From an optimization exercise on the open Yosys and OpenROAD flow, aimed at small area and a short achievable clock period; shortcuts taken in it are not production practice.
The RTL was checked by simulation tests, not by an equivalence proof against the original design. The clock port is modelled as an ideal driver; clocking choices that lean on that would not hold on a real chip.

==> ember <==
Design single_port_ram, start of the top module:
module single_port_ram #(
    parameter ADDR_WIDTH = 8,
    parameter DATA_WIDTH = 32
)(
    input  wire                   clk, rst,
    input  wire                   we,       
    input  wire [ADDR_WIDTH-1:0]  addr,
    input  wire [DATA_WIDTH-1:0]  din,
    output reg  [DATA_WIDTH-1:0]  dout
);
reg [DATA_WIDTH-1:0] memory_sram [0:(1<<ADDR_WIDTH)-1];
always@(posedge clk, posedge rst)
begin
 if(rst)
   dout <= {DATA_WIDTH{1'b0}};
 else
  begin
      if (we)
      begin
      memory_sram[addr] <= din;
      end
      else
      dout <= memory_sram[addr];
      begin
      end
  end
end
endmodule
==> module single_port_ram, before the edit <==
module single_port_ram #(
    parameter ADDR_WIDTH = 8,
    parameter DATA_WIDTH = 32
)(
    input  wire                   clk, rst,
    input  wire                   we,       
    input  wire [ADDR_WIDTH-1:0]  addr,
    input  wire [DATA_WIDTH-1:0]  din,
    output reg  [DATA_WIDTH-1:0]  dout
);
reg [DATA_WIDTH-1:0] memory_sram [0:(1<<ADDR_WIDTH)-1];
always@(posedge clk, posedge rst)
begin
 if(rst)
   dout <= {DATA_WIDTH{1'b0}};
 else
  begin
      if (we)
      begin
      memory_sram[addr] <= din;
      end
      else
      dout <= memory_sram[addr];
      begin
      end
  end
end
endmodule
export LEC_CHECK = 0
export CAP_MARGIN = 20
export CORE_MARGIN = 2
export CORE_UTILIZATION = 40
export SLEW_MARGIN = 20
export SYNTH_MEMORY_MAX_BITS = 8192
create_clock -name core_clock -period 8.0 [get_ports {clk}]
run.sh (not shown) runs the stock make flow with config.mk's settings and CLKGATE_MAP_FILE= SYNTH_SCRIPT=/design/flow/synth_recipe.tcl, a recipe that flattens the netlist after the stock synthesis.
==> harbor (differences from ember) <==
==> flow/design.v (replaced) <==
module sp_ram_aoi3 (
    input  wire a0, s0, a1, s1, a2, s2,
    output wire y
);
  assign y = ~((a0 & s0) | (a1 & s1) | (a2 & s2));
endmodule
module sp_ram_dec #(
    parameter ADDR_WIDTH = 8
)(
    input  wire [ADDR_WIDTH-1:0]      addr,
    input  wire                       en,
    output wire [(1<<ADDR_WIDTH)-1:0] sel
);
  genvar i;
  generate
    for (i = 0; i < (1 << ADDR_WIDTH); i = i + 1) begin : g_sel
      assign sel[i] = en & (addr == i);
    end
  endgenerate
endmodule
module single_port_ram #(
    parameter ADDR_WIDTH = 8,
    parameter DATA_WIDTH = 32
)(
    input  wire                   clk, rst,
    input  wire                   we,       
    input  wire [ADDR_WIDTH-1:0]  addr,
    input  wire [DATA_WIDTH-1:0]  din,
    output reg  [DATA_WIDTH-1:0]  dout
);
localparam WORDS  = 1 << ADDR_WIDTH;
localparam GROUPS = (WORDS + 2) / 3;
wire [WORDS-1:0] wsel, rsel;
sp_ram_dec #(.ADDR_WIDTH(ADDR_WIDTH)) u_wdec (.addr(addr), .en(we & ~rst), .sel(wsel));
sp_ram_dec #(.ADDR_WIDTH(ADDR_WIDTH)) u_rdec (.addr(addr), .en(1'b1),      .sel(rsel));
reg [DATA_WIDTH-1:0] mem [0:WORDS-1];
genvar i, b;
generate
  for (i = 0; i < WORDS; i = i + 1) begin : g_word
    always @(posedge clk)
      if (wsel[i])
        mem[i] <= din;
  end
endgenerate
wire [GROUPS*3-1:0] s3 = {{(GROUPS*3-WORDS){1'b0}}, rsel};
wire [DATA_WIDTH-1:0] rd;
generate
  for (b = 0; b < DATA_WIDTH; b = b + 1) begin : g_bit
    wire [GROUPS*3-1:0] col;
    wire [GROUPS-1:0]   grp;
    for (i = 0; i < WORDS; i = i + 1) begin : g_col
      assign col[i] = mem[i][b];
    end
    for (i = WORDS; i < GROUPS*3; i = i + 1) begin : g_pad
      assign col[i] = 1'b0;
    end
    for (i = 0; i < GROUPS; i = i + 1) begin : g_grp
      sp_ram_aoi3 u_aoi (
        .a0(col[3*i]),   .s0(s3[3*i]),
        .a1(col[3*i+1]), .s1(s3[3*i+1]),
        .a2(col[3*i+2]), .s2(s3[3*i+2]),
        .y(grp[i]));
    end
    assign rd[b] = ~&grp;
  end
endgenerate
always @(posedge clk, posedge rst)
  if (rst)
    dout <= {DATA_WIDTH{1'b0}};
  else if (!we)
    dout <= rd;
endmodule
==> flow/flow/run.sh (new file) <==
#!/bin/bash
# Standard ORFS layout in steps. Timing repair after CTS and after global
# routing aims at a tighter target than the clock period (setup margin); the
# floorplan-stage repair is left at the plain period. CTS clusters more sinks
# per leaf buffer and inserts no dummy loads, for a smaller clock tree.
# The tools use all 8 CPUs.
set -euo pipefail
source flow/params.sh

bash standard.sh NUM_CORES=8 synth > synth.log 2>&1
bash standard.sh NUM_CORES=8 floorplan > floorplan.log 2>&1
bash standard.sh NUM_CORES=8 place > place.log 2>&1
CTS_ARGS="$CTS_ARGS" SETUP_SLACK_MARGIN=$CTS_MARGIN bash standard.sh NUM_CORES=8 cts > cts.log 2>&1
SETUP_SLACK_MARGIN=$GRT_MARGIN bash standard.sh NUM_CORES=8 grt > grt.log 2>&1
bash standard.sh NUM_CORES=8 route > route.log 2>&1
bash standard.sh NUM_CORES=8 finish > finish.log 2>&1
==> flow/flow/params.sh (new file) <==
CTS_MARGIN=4.1
GRT_MARGIN=4.1
CTS_ARGS="-sink_clustering_enable -repair_clock_nets -dont_use_dummy_load -sink_clustering_size 30 -sink_clustering_max_diameter 120"
==> flow/standard.sh (new file) <==
#!/bin/bash
# synth_recipe.tcl (not shown) runs the flow's synth.tcl, then flattens the netlist and writes it again
# the make line also repeats each setting of config.mk as NAME=value (left out here)
make -C /OpenROAD-flow-scripts/flow DESIGN_CONFIG=/design/flow/config.mk WORK_HOME=/design/flow/orfs CLKGATE_MAP_FILE= SYNTH_SCRIPT=/design/flow/synth_recipe.tcl "${@:-finish}"
CORE_UTILIZATION = 35   (was 40)
PLACE_DENSITY = 0.4   (was default)
SYNTH_HIERARCHICAL = 1   (was default)
SYNTH_MINIMUM_KEEP_SIZE = 0   (was default)
removed: flow/run.sh
==> results.ini <==
[outcome]
status=finished clean

[synthesis]
ys_top_cells_by_count=8192 x edfxtp_1, 2478 x a22oi_1, 1234 x nand3_1

[grt]
use_met2_pct=41.9

[floorplan]
start_util_pct=40.1

[sta]
fin_hold_ws_ns=0.551
final.min_clock_period_ns=6.81

[routing]
via_count=191000
totalWireLength_mm=1150

[setup_path]
critical_path.endpoint=dout[31]$_DFFE_PP0N_

the above is filed under ember

==> results.ini <==
[synthesis]
ys_top_cells_by_count=8192 x edfxtp_1, 2752 x a222oi_1, 642 x nand4_1

[setup_path]
critical_path.endpoint=dout[0]$_DFFE_PP0N_

[grt]
use_met2_pct=41.4

[finish]
clkbuf_count=316

[sta]
fin_hold_ws_ns=0.540
final.min_clock_period_ns=4.73

[routing]
totalWireLength_mm=1100
via_count=160000

[outcome]
status=finished clean

the above is filed under harbor

[afterwards: timing with drivers on the ports]
Ports are ideal in the flow. The routed layouts listed here were re-timed in OpenROAD. Step 1: set_driving_cell puts a clkbuf_16 on clk and a buf_2 on each other input, an assumption about the parent block. Step 2 adds t to the input delays and takes it off the output delays; t is the mean of the earliest and latest rising clock arrival at the registers after step 1. Input paths then give back, and output paths get back, about the clock's delay inside the block. Slacks: ideal / step 1 / step 2; pairs: ideal / step 1.
run	t, ns	setup WS [ns]	worst hold slack (ns)	slew at the worst register clock pin (ns)
ember	1.335	1.191 / 1.308 / -0.027	0.551 / 0.551 / 0.551	0.07 / 0.07
harbor	1.178	3.266 / 3.139 / 1.961	0.540 / 0.540 / 0.540	0.12 / 0.12
Met with ideal ports but missed after step 2: setup timing in ember. The setup slack of harbor, which loses most, moves by -0.127 ns with the drivers and by -1.305 ns with both steps.
